Context: an optimization exercise on an open-source flow, tuned for small area and a short achievable clock period. The choices shown serve that exercise and are no tape-out recipe.
At most, simulation tests tie the RTL to the original design; equivalence was not proved.

==> inputs of wip/juniper <==
==> flow/design.v (excerpt) <==
module Algorithmic_Multiplier(
    input signed [15:0] b0, b1, b2, b3,
    input signed [15:0] x0, x1, x2, x3,
    input clk,
    output signed [15:0] y0, y1, y2, y3
);
export LEC_CHECK = 0
export CAP_MARGIN = 20
export CORE_MARGIN = 2
export CORE_UTILIZATION = 40
export CTS_CLUSTER_DIAMETER = 100
export CTS_CLUSTER_SIZE = 30
export SLEW_MARGIN = 20
export SYNTH_HIERARCHICAL = 1
export SYNTH_MINIMUM_KEEP_SIZE = 0
create_clock -name core_clock -period 21.0 [get_ports {clk}]
standard.sh (not shown) runs the stock make flow with config.mk's settings and CLKGATE_MAP_FILE= SYNTH_SCRIPT=/design/flow/synth_recipe.tcl, a recipe that flattens the netlist after the stock synthesis.
==> flow/flow/run.sh <==
#!/bin/bash
# Standard ORFS layout, with the port buffers chosen here instead of by buffer_ports' default.
set -euo pipefail
W=$PWD
export DONT_BUFFER_PORTS=1
export PRE_GLOBAL_PLACE_TCL=$W/flow/ports.tcl
export SETUP_SLACK_MARGIN=15.7
bash standard.sh > $W/standard_make.log 2>&1
==> flow/flow/ports.tcl <==
# Buffer every input and output port: small buffers on the inputs, a stronger one on the outputs.
buffer_ports -inputs -buffer_cell sky130_fd_sc_hd__buf_1
buffer_ports -outputs -buffer_cell sky130_fd_sc_hd__buf_4
==> wip/amber: changes against wip/juniper <==
Settings changed: CORE_UTILIZATION 40 to 60, CTS_CLUSTER_DIAMETER 100 to unset, CTS_CLUSTER_SIZE 30 to unset.
==> results.txt <==
Critical path depth: wip/juniper is higher than wip/amber (1). Setup slack: wip/amber is better than wip/juniper (0.052 ns). Against wip/juniper, the register-to-register slack of wip/amber is higher by 0.05 ns. In area after synthesis, wip/juniper and wip/amber do not differ. Against wip/juniper, the final cell count of wip/amber is smaller by 8.4%. Between wip/juniper and wip/amber, the lower clock-buffer cell count is in wip/juniper (gap 49). In synthesized cell count, wip/juniper and wip/amber do not differ.
No functional check of the RTL was part of any run of this note.

==> job 5314 <==
Another version of the RTL of Algorithmic_Multiplier (not shown whole).
==> flow/config.mk <==
export PLATFORM = sky130hd
export DESIGN_NAME = Algorithmic_Multiplier
export DESIGN_NICKNAME = Algorithmic_Multiplier
export VERILOG_FILES = /design/flow/design.v
export SDC_FILE = /design/flow/constraint.sdc
export NUM_CORES = 4
export LEC_CHECK = 0
export CAP_MARGIN = 20
export CORE_MARGIN = 2
export CORE_UTILIZATION = 70
export CTS_CLUSTER_DIAMETER = 80
export CTS_CLUSTER_SIZE = 25
export PLACE_DENSITY = 0.75
export SLEW_MARGIN = 20
export SYNTH_HIERARCHICAL = 1
export SYNTH_MINIMUM_KEEP_SIZE = 0
==> flow/constraint.sdc <==
create_clock -name core_clock -period 21.0 [get_ports {clk}]
set_input_delay 4.2000 -clock core_clock [delete_from_list [all_inputs] [get_ports {clk}]]
set_output_delay 4.2000 -clock core_clock [all_outputs]
set_load 0.01 [all_outputs]
==> flow/flow/run.sh <==
#!/bin/bash
# Standard ORFS layout, with the port buffers chosen here (flow/ports.tcl) and timing repair
# aimed at a period well below the design's, so that it sizes the critical paths.
set -euo pipefail
W=$PWD
export DONT_BUFFER_PORTS=1
export PRE_GLOBAL_PLACE_TCL=$W/flow/ports.tcl
export SKIP_BUFFER_REMOVAL=1
export SETUP_SLACK_MARGIN=15.7
export CTS_ARGS="-sink_clustering_enable -repair_clock_nets -sink_clustering_size 18 -sink_clustering_max_diameter 55 -dont_use_dummy_load -sink_clustering_buffer sky130_fd_sc_hd__clkbuf_8"
bash standard.sh > $W/standard_make.log 2>&1
==> flow/flow/ports.tcl <==
# Buffer every input and output port (as the standard flow does), with small buffers on the
# inputs and a stronger one on the outputs, and keep those buffers through timing repair.
# Synthesis' pass-through buffers (flip-flop to output port) go first.
remove_buffers
buffer_ports -inputs -buffer_cell sky130_fd_sc_hd__buf_1
buffer_ports -outputs -buffer_cell sky130_fd_sc_hd__buf_4
# connect the new buffers to the power grid before they are marked don't-touch
global_connect
set kept 0
foreach bt [[ord::get_db_block] getBTerms] {
  set net [$bt getNet]
  if {[$net getSigType] eq "CLOCK" || [$bt getName] eq "clk"} { continue }
  foreach it [$net getITerms] {
    set inst [$it getInst]
    if {[string match "sky130_fd_sc_hd__buf_*" [[$inst getMaster] getName]]} {
      $inst setDoNotTouch 1
      incr kept
    }
  }
}
puts "port buffers kept: $kept"
==> job 9003 (differences from job 5314) <==
--- a/flow/flow/run.sh
+++ b/flow/flow/run.sh
@@ -2,3 +2,4 @@
 # Standard ORFS layout, with the port buffers chosen here (flow/ports.tcl) and timing repair
-# aimed at a period well below the design's, so that it sizes the critical paths.
+# aimed at a period well below the design's, so that it sizes the critical paths; the output
+# flip-flops are moved next to their port buffers after global placement (flow/outflops.tcl).
 set -euo pipefail
@@ -7,2 +8,3 @@
 export PRE_GLOBAL_PLACE_TCL=$W/flow/ports.tcl
+export POST_GLOBAL_PLACE_TCL=$W/flow/outflops.tcl
 export SKIP_BUFFER_REMOVAL=1
==> flow/flow/outflops.tcl (new file) <==
# Move each output flip-flop next to its output port buffer, so that the flip-flop drives a short
# wire; detailed placement legalizes the moved cells afterwards.
set block [ord::get_db_block]
set moved 0
foreach bt [$block getBTerms] {
  if {[$bt getIoType] ne "OUTPUT"} { continue }
  set pnet [$bt getNet]
  set buf ""
  foreach it [$pnet getITerms] { if {[$it isOutputSignal]} { set buf [$it getInst] } }
  if {$buf eq ""} { continue }
  set inet [[$buf findITerm A] getNet]
  foreach it [$inet getITerms] {
    if {[$it isOutputSignal]} {
      set ff [$it getInst]
      if {[string match "*dfxtp*" [[$ff getMaster] getName]]} {
        set loc [$buf getLocation]
        $ff setLocation [lindex $loc 0] [lindex $loc 1]
        incr moved
      }
    }
  }
}
puts "output flip-flops moved: $moved"
- PLACE_DENSITY: 0.75 -> unset
==> comparison <==
- Of job 9003 and job 5314, job 5314 has the higher register-to-register slack (gap 0.04 ns).
- Of job 9003 and job 5314, job 9003 has the higher core utilization (gap 0.55 points).
- Against job 9003, the worst hold slack of job 5314 is higher by 0.0027 ns.
- Between job 5314 and job 9003, the lower final area is in job 5314 (gap about 0.7%, measured against job 9003).
==> figures <==
quantity	job 9003	job 5314
Outcome	finished clean	finished clean
Post-CTS Repair Setup Buffers	5	3
Number of nets in the layout	4834	4827
Tightest slew margin relative to the limit	37.51%	33.40%
Vias per inst	5.847	5.869
First-pass GRT wire length	171.7 mm	170.4 mm
Utilization of the core after routing	75.06%	74.52%
Layout cell share with drive strength beyond 1	10.01%	8.317%
Instance area after placement	43380 um2	43430 um2

afterwards: timing with drivers on the ports:
No port has a modelled driver above. Below, the same layouts with a new extraction and two added sets of constraints. Step 1 assumes that a clkbuf_16 drives the clock port and a buf_2 every other input. Step 2 also shifts input and output timing later by t, the mid clock arrival at the registers, as if the neighbouring blocks saw the same clock. a / b / c = ideal / step 1 / step 2; a / b = the first two.
run | t, ns | setup slack, ns | slew at the worst register clock pin (ns) | worst data-port slew with drivers (ns)
wip/juniper | 0.695 | 15.562 / 15.562 / 15.562 | 0.12 / 0.12 | 0.11
wip/amber | 0.679 | 15.614 / 15.614 / 15.614 | 0.07 / 0.07 | 0.04
job 5314 | 0.643 | 15.670 / 15.604 / 15.826 | 0.11 / 0.11 | 0.04
job 9003 | 0.632 | 15.734 / 15.668 / 15.785 | 0.11 / 0.11 | 0.05
After both steps every run listed still meets setup and hold.
